From an optimization exercise on the open Yosys and OpenROAD flow, aimed at small area; shortcuts taken in it are not production practice. In this exercise RTL edits were held to simulation tests only and were not proved equivalent to the original. The flow treats the clock pin as an ideal source, which a real chip does not have.

Design top_stopwatch_watch, start of the top module:
module top_stopwatch_watch (
    input               clk,
    input               reset,
    input   [3:0]       sw_under,
    input   [1:0]       sw_upper,
    input               btn_l,
    input               btn_r,
    input               btn_u,
    input               btn_d,
    input               uart_rx,
    output              uart_tx,
    output  [3:0]       fnd_digit,
    output  [7:0]       fnd_data
);
    reg [2:0] c8;
    reg [2:0] dsel;
    reg [2:0] m5;
    wire b_tick = ~c8[1] & ~c8[0] & (|m5);
    always @(posedge clk, posedge reset) begin
        if (reset) begin
            c8     <= 3'd0;
            dsel   <= 3'd0;
            m5     <= 3'd0;
        end
        else begin
            c8     <= c8 + 3'd1;
            if (b_tick & ~c8[2]) dsel <= dsel + 3'd1;
            if (&c8[1:0]) m5 <= {m5[1:0], ~m5[1] | (~m5[2] & m5[0])};
        end
    end
    wire w_tick = ~c8[1] & ~c8[0] & m5[2] & ~m5[1];
    wire o_btn_r, o_btn_l, o_btn_up, o_btn_down;
    btn_debounce U_BD_RUNSTOP(.clk(clk), .reset(reset), .sample_en(b_tick), .i_btn(btn_r), .o_btn(o_btn_r));
    btn_debounce U_BD_CLEAR  (.clk(clk), .reset(reset), .sample_en(b_tick), .i_btn(btn_l), .o_btn(o_btn_l));
    btn_debounce U_BD_UP     (.clk(clk), .reset(reset), .sample_en(b_tick), .i_btn(btn_u), .o_btn(o_btn_up));
    btn_debounce U_BD_DOWN   (.clk(clk), .reset(reset), .sample_en(b_tick), .i_btn(btn_d), .o_btn(o_btn_down));
    wire op_r, op_l, op_u, op_d, op_0, op_1, op_2;
    wire w_monitor_type;
    wire [27:0] w_out_time;
    uart_top U_UART (
        .clk        (clk),
        .reset      (reset),
        .b_tick     (b_tick),
        .uart_rx    (uart_rx),
        .uart_tx    (uart_tx),
        .type_sw_w  (w_monitor_type),
        .time_bcd   (w_out_time),
        .op_r(op_r), .op_l(op_l), .op_u(op_u), .op_d(op_d),
        .op_0(op_0), .op_1(op_1), .op_2(op_2)
    );
    reg mode_sel_reg, sw_w_sel_reg, displayarea_sel_reg;
    always @(posedge clk, posedge reset) begin
        if (reset) begin
            mode_sel_reg <= 1'b0;
            sw_w_sel_reg <= 1'b0;
            displayarea_sel_reg <= 1'b0;
        end
        else begin
            mode_sel_reg <= mode_sel_reg ^ op_0;
            sw_w_sel_reg <= sw_w_sel_reg ^ op_1;
            displayarea_sel_reg <= displayarea_sel_reg ^ op_2;
        end
    end
  ...
Settings: LEC_CHECK=0, ABC_AREA=1, CAP_MARGIN=5, CORE_MARGIN=2, CORE_UTILIZATION=80, SLEW_MARGIN=5; clock period 10.0 ns.
standard.sh (not shown) runs the stock make flow with config.mk's settings and CLKGATE_MAP_FILE= SYNTH_SCRIPT=/design/flow/synth_recipe.tcl, a recipe that flattens the netlist after the stock synthesis.
==> flow/flow/run.sh <==
#!/bin/bash
# Own layout flow: the standard synthesis, then its combinational logic
# re-mapped by ABC with area-oriented scripts (registers, their names and
# cell types untouched; the smallest of several mappings is kept), then the
# standard layout steps with a smaller clock tree (eight leaf buffers, one
# per group of nearby registers, under one root buffer) and smaller port
# buffers. Each tool's output goes to a log file here.
set -euo pipefail
W=$PWD
F=$W/flow
R=$W/orfs/results/${FLOW_PLATFORM}/top_stopwatch_watch/base
LIB=$FLOW_HOME/platforms/${FLOW_PLATFORM}/lib/sky130_fd_sc_hd__tt_025C_1v80.lib

# 1. standard synthesis, unchanged
bash standard.sh synth > $W/log_1_standard_synth.log 2>&1

# 2. re-map the combinational logic with each script, keep the smallest
cp $R/1_2_yosys.v $W/1_2_yosys_standard.v
DONT_USE=$(sed -n '/DONT_USE_CELLS/,/^$/p' $FLOW_HOME/platforms/${FLOW_PLATFORM}/config.mk | grep -o 'sky130_fd_sc_hd__[A-Za-z0-9_]*' | tr '\n' ' ')
for s in d1 d2 d3 d4 e1 e2 e3 e4; do
  LIB=$LIB NET_IN=$W/1_2_yosys_standard.v NET_OUT=$W/1_2_yosys_resynth_$s.v TOP=$FLOW_TOP \
    STAT_PRE=$W/resynth_stat_pre_$s.txt STAT_POST=$W/resynth_stat_post_$s.txt \
    DONT_USE="$DONT_USE" ABC_SCRIPT=$F/resynth_$s.abc \
    yosys -c $F/resynth.tcl > $W/log_2_resynth_$s.log 2>&1 &
  if [[ $s == d4 ]]; then wait; fi
done
wait
best=""; best_area=""
for s in d1 d2 d3 d4 e1 e2 e3 e4; do
  area=$(grep -m1 "Chip area for module" $W/resynth_stat_post_$s.txt 2>/dev/null | awk '{print $NF}' || true)
  [[ -n "$area" && -s $W/1_2_yosys_resynth_$s.v ]] || continue
  echo "resynth $s: $area" >> $W/log_2_resynth_choice.log
  if [[ -z "$best" ]] || awk "BEGIN{exit !($area < $best_area)}"; then best=$s; best_area=$area; fi
done
echo "chosen: $best ($best_area)" >> $W/log_2_resynth_choice.log
if [[ -n "$best" ]]; then cp $W/1_2_yosys_resynth_$best.v $R/1_2_yosys.v; fi
rm -f $R/1_synth.odb $R/1_synth.sdc
touch $R/1_2_yosys.v

# 3. standard layout steps
export PRE_CTS_TCL=$F/mytree.tcl
export CTS_ARGS="-clk_nets clk -sink_clustering_enable -repair_clock_nets -dont_use_dummy_load -buf_list sky130_fd_sc_hd__clkbuf_8"
export BUFFER_PORTS_ARGS="-buffer_cell sky130_fd_sc_hd__buf_1"
bash standard.sh finish > $W/log_3_standard_layout.log 2>&1
==> flow/flow/mytree.tcl <==
# Split the clock net's register sinks into K groups by location and drive
# each group from its own clock buffer placed at the group's centre.
proc my_clock_tree { K bufmaster root } {
  set block [ord::get_db_block]
  set db [ord::get_db]
  set master [$db findMaster $bufmaster]
  set clknet [$block findNet clk]
  set sinks {}
  foreach it [$clknet getITerms] {
    set inst [$it getInst]
    lappend sinks [list $it [lindex [$inst getLocation] 0] [lindex [$inst getLocation] 1]]
  }
  set n [llength $sinks]
  # k-means, initial centres spread along x
  set sorted [lsort -integer -index 1 $sinks]
  set cx {}; set cy {}
  for {set k 0} {$k < $K} {incr k} {
    set s [lindex $sorted [expr {int(($k + 0.5) * $n / $K)}]]
    lappend cx [lindex $s 1]; lappend cy [lindex $s 2]
  }
  for {set iter 0} {$iter < 30} {incr iter} {
    set sx [lrepeat $K 0.0]; set sy [lrepeat $K 0.0]; set cnt [lrepeat $K 0]
    set assign {}
    foreach s $sinks {
      set best 0; set bd 1e30
      for {set k 0} {$k < $K} {incr k} {
        set d [expr {abs([lindex $s 1]-[lindex $cx $k]) + abs([lindex $s 2]-[lindex $cy $k])}]
        if {$d < $bd} { set bd $d; set best $k }
      }
      lappend assign $best
      lset sx $best [expr {[lindex $sx $best] + [lindex $s 1]}]
      lset sy $best [expr {[lindex $sy $best] + [lindex $s 2]}]
      lset cnt $best [expr {[lindex $cnt $best] + 1}]
    }
    for {set k 0} {$k < $K} {incr k} {
      if {[lindex $cnt $k] > 0} {
        lset cx $k [expr {int([lindex $sx $k] / [lindex $cnt $k])}]
        lset cy $k [expr {int([lindex $sy $k] / [lindex $cnt $k])}]
      }
    }
  }
  puts "my_clock_tree: group sizes $cnt"
  set leafnet $clknet
  if {$root ne ""} {
    set rinst [odb::dbInst_create $block [$db findMaster $root] "myclkroot"]
    set sx 0; set sy 0
    for {set k 0} {$k < $K} {incr k} { set sx [expr {$sx + [lindex $cx $k]}]; set sy [expr {$sy + [lindex $cy $k]}] }
    $rinst setLocation [expr {int($sx / $K)}] [expr {int($sy / $K)}]
    $rinst setPlacementStatus PLACED
    set leafnet [odb::dbNet_create $block "myclknet_root"]
    $leafnet setSigType CLOCK
    [$rinst findITerm A] connect $clknet
    [$rinst findITerm X] connect $leafnet
  }
  for {set k 0} {$k < $K} {incr k} {
    set inst [odb::dbInst_create $block $master "myclkbuf_$k"]
    $inst setLocation [lindex $cx $k] [lindex $cy $k]
    $inst setPlacementStatus PLACED
    set net [odb::dbNet_create $block "myclknet_$k"]
    $net setSigType CLOCK
    [$inst findITerm A] connect $leafnet
    [$inst findITerm X] connect $net
    set nets($k) $net
  }
  foreach s $sinks a $assign {
    set it [lindex $s 0]
    $it disconnect
    $it connect $nets($a)
  }
}

# A root buffer on the clock port drives K leaf buffers, one per group of
# registers; clock_tree_synthesis then runs on the port's net only.
my_clock_tree 8 sky130_fd_sc_hd__clkbuf_8 sky130_fd_sc_hd__clkbuf_4
Other scripts of this flow, unchanged in this note and not shown: flow/flow/resynth.tcl, flow/flow/resynth_d1.abc, flow/flow/resynth_d2.abc, flow/flow/resynth_d3.abc, flow/flow/resynth_d4.abc, flow/flow/resynth_e1.abc, flow/flow/resynth_e2.abc, flow/flow/resynth_e3.abc, flow/flow/resynth_e4.abc
The starting point produced a clean layout.
Edit:
--- a/flow/flow/run.sh
+++ b/flow/flow/run.sh
@@ -3,5 +3,5 @@
 # re-mapped by ABC with area-oriented scripts (registers, their names and
 # cell types untouched; the smallest of several mappings is kept), then the
-# standard layout steps with a smaller clock tree (eight leaf buffers, one
+# standard layout steps with a smaller clock tree (seven leaf buffers, one
 # per group of nearby registers, under one root buffer) and smaller port
 # buffers. Each tool's output goes to a log file here.
@@ -28,11 +28,10 @@
 best=""; best_area=""
 for s in d1 d2 d3 d4 e1 e2 e3 e4; do
-  area=$(grep -m1 "Chip area for module" $W/resynth_stat_post_$s.txt 2>/dev/null | awk '{print $NF}' || true)
-  [[ -n "$area" && -s $W/1_2_yosys_resynth_$s.v ]] || continue
+  area=$(grep -m1 "Chip area for module" $W/resynth_stat_post_$s.txt | awk '{print $NF}')
   echo "resynth $s: $area" >> $W/log_2_resynth_choice.log
   if [[ -z "$best" ]] || awk "BEGIN{exit !($area < $best_area)}"; then best=$s; best_area=$area; fi
 done
 echo "chosen: $best ($best_area)" >> $W/log_2_resynth_choice.log
-if [[ -n "$best" ]]; then cp $W/1_2_yosys_resynth_$best.v $R/1_2_yosys.v; fi
+cp $W/1_2_yosys_resynth_$best.v $R/1_2_yosys.v
 rm -f $R/1_synth.odb $R/1_synth.sdc
 touch $R/1_2_yosys.v
--- a/flow/flow/mytree.tcl
+++ b/flow/flow/mytree.tcl
@@ -72,3 +72,3 @@
 # A root buffer on the clock port drives K leaf buffers, one per group of
 # registers; clock_tree_synthesis then runs on the port's net only.
-my_clock_tree 8 sky130_fd_sc_hd__clkbuf_8 sky130_fd_sc_hd__clkbuf_4
+my_clock_tree 7 sky130_fd_sc_hd__clkbuf_8 sky130_fd_sc_hd__clkbuf_4
--- a/flow/config.mk
+++ b/flow/config.mk
@@ -7,6 +7,6 @@
 export LEC_CHECK = 0
 export ABC_AREA = 1
-export CAP_MARGIN = 5
+export CAP_MARGIN = 20
 export CORE_MARGIN = 2
-export CORE_UTILIZATION = 80
-export SLEW_MARGIN = 5
+export CORE_UTILIZATION = 90
+export SLEW_MARGIN = 20
What happened: The new run aborted during global placement without I/O (3_1_place_gp_skip_io). Area after synthesis is unchanged. Synthesized cell count does not change.
Edit:
--- a/flow/flow/run.sh
+++ b/flow/flow/run.sh
@@ -3,5 +3,5 @@
 # re-mapped by ABC with area-oriented scripts (registers, their names and
 # cell types untouched; the smallest of several mappings is kept), then the
-# standard layout steps with a smaller clock tree (seven leaf buffers, one
+# standard layout steps with a smaller clock tree (six leaf buffers, one
 # per group of nearby registers, under one root buffer) and smaller port
 # buffers. Each tool's output goes to a log file here.
--- a/flow/flow/mytree.tcl
+++ b/flow/flow/mytree.tcl
@@ -72,3 +72,3 @@
 # A root buffer on the clock port drives K leaf buffers, one per group of
 # registers; clock_tree_synthesis then runs on the port's net only.
-my_clock_tree 7 sky130_fd_sc_hd__clkbuf_8 sky130_fd_sc_hd__clkbuf_4
+my_clock_tree 6 sky130_fd_sc_hd__clkbuf_16 sky130_fd_sc_hd__clkbuf_8
--- a/flow/config.mk
+++ b/flow/config.mk
@@ -9,4 +9,4 @@
 export CAP_MARGIN = 20
 export CORE_MARGIN = 2
-export CORE_UTILIZATION = 90
+export CORE_UTILIZATION = 40
 export SLEW_MARGIN = 20
Effect: The changed run passed the timing, DRC and antenna checks; synthesized area does not change; synthesized cell count is unchanged.
Edit:
--- a/flow/flow/run.sh
+++ b/flow/flow/run.sh
@@ -3,5 +3,5 @@
 # re-mapped by ABC with area-oriented scripts (registers, their names and
 # cell types untouched; the smallest of several mappings is kept), then the
-# standard layout steps with a smaller clock tree (six leaf buffers, one
+# standard layout steps with a smaller clock tree (eight leaf buffers, one
 # per group of nearby registers, under one root buffer) and smaller port
 # buffers. Each tool's output goes to a log file here.
@@ -28,10 +28,11 @@
 best=""; best_area=""
 for s in d1 d2 d3 d4 e1 e2 e3 e4; do
-  area=$(grep -m1 "Chip area for module" $W/resynth_stat_post_$s.txt | awk '{print $NF}')
+  area=$(grep -m1 "Chip area for module" $W/resynth_stat_post_$s.txt 2>/dev/null | awk '{print $NF}' || true)
+  [[ -n "$area" && -s $W/1_2_yosys_resynth_$s.v ]] || continue
   echo "resynth $s: $area" >> $W/log_2_resynth_choice.log
   if [[ -z "$best" ]] || awk "BEGIN{exit !($area < $best_area)}"; then best=$s; best_area=$area; fi
 done
 echo "chosen: $best ($best_area)" >> $W/log_2_resynth_choice.log
-cp $W/1_2_yosys_resynth_$best.v $R/1_2_yosys.v
+if [[ -n "$best" ]]; then cp $W/1_2_yosys_resynth_$best.v $R/1_2_yosys.v; fi
 rm -f $R/1_synth.odb $R/1_synth.sdc
 touch $R/1_2_yosys.v
--- a/flow/flow/mytree.tcl
+++ b/flow/flow/mytree.tcl
@@ -72,3 +72,3 @@
 # A root buffer on the clock port drives K leaf buffers, one per group of
 # registers; clock_tree_synthesis then runs on the port's net only.
-my_clock_tree 6 sky130_fd_sc_hd__clkbuf_16 sky130_fd_sc_hd__clkbuf_8
+my_clock_tree 8 sky130_fd_sc_hd__clkbuf_8 sky130_fd_sc_hd__clkbuf_4
--- a/flow/config.mk
+++ b/flow/config.mk
@@ -7,6 +7,6 @@
 export LEC_CHECK = 0
 export ABC_AREA = 1
-export CAP_MARGIN = 20
+export CAP_MARGIN = 5
 export CORE_MARGIN = 2
-export CORE_UTILIZATION = 40
-export SLEW_MARGIN = 20
+export CORE_UTILIZATION = 85
+export SLEW_MARGIN = 5
=> Now the flow failed in global placement without I/O (3_1_place_gp_skip_io) (GPL-0301); synthesized area does not change; synthesized cell count is unchanged.

[re-timing with driven ports]
The flow's constraints put no driver on any port. The routed layouts listed below were extracted and timed again, unchanged, in two steps.
Step 1 (the two cells are an assumption about what drives the block):
set clk [get_ports {clk}]
set_driving_cell -lib_cell sky130_fd_sc_hd__clkbuf_16 $clk
set_driving_cell -lib_cell sky130_fd_sc_hd__buf_2 [delete_from_list [all_inputs] $clk]
Step 2 adds t to the input delays and takes it off the output delays; t is the mean of the earliest and latest rising clock arrival at the registers after step 1. Input paths then give back, and output paths get back, about the clock's delay inside the block.
Slacks: ideal ports / drivers / drivers and shift; pairs: ideal ports / drivers.
| run | t (ns) | slack for setup (ns) | worst hold slack (ns) | clock arrival spread, ns | worst slew at a driven data input, ns |
|---|---|---|---|---|---|
| the first run | 0.548 | 3.166 / 3.178 / 2.630 | 0.484 / 0.484 / 0.484 | 0.028 / 0.029 | 0.05 |
| the third run | 0.447 | 3.545 / 3.524 / 3.129 | 0.474 / 0.474 / 0.474 | 0.031 / 0.031 | 0.03 |
After both steps every run listed still meets setup and hold. For the first run, which loses most, drivers alone change the setup slack by +0.012 ns; drivers and shift together by -0.536 ns.
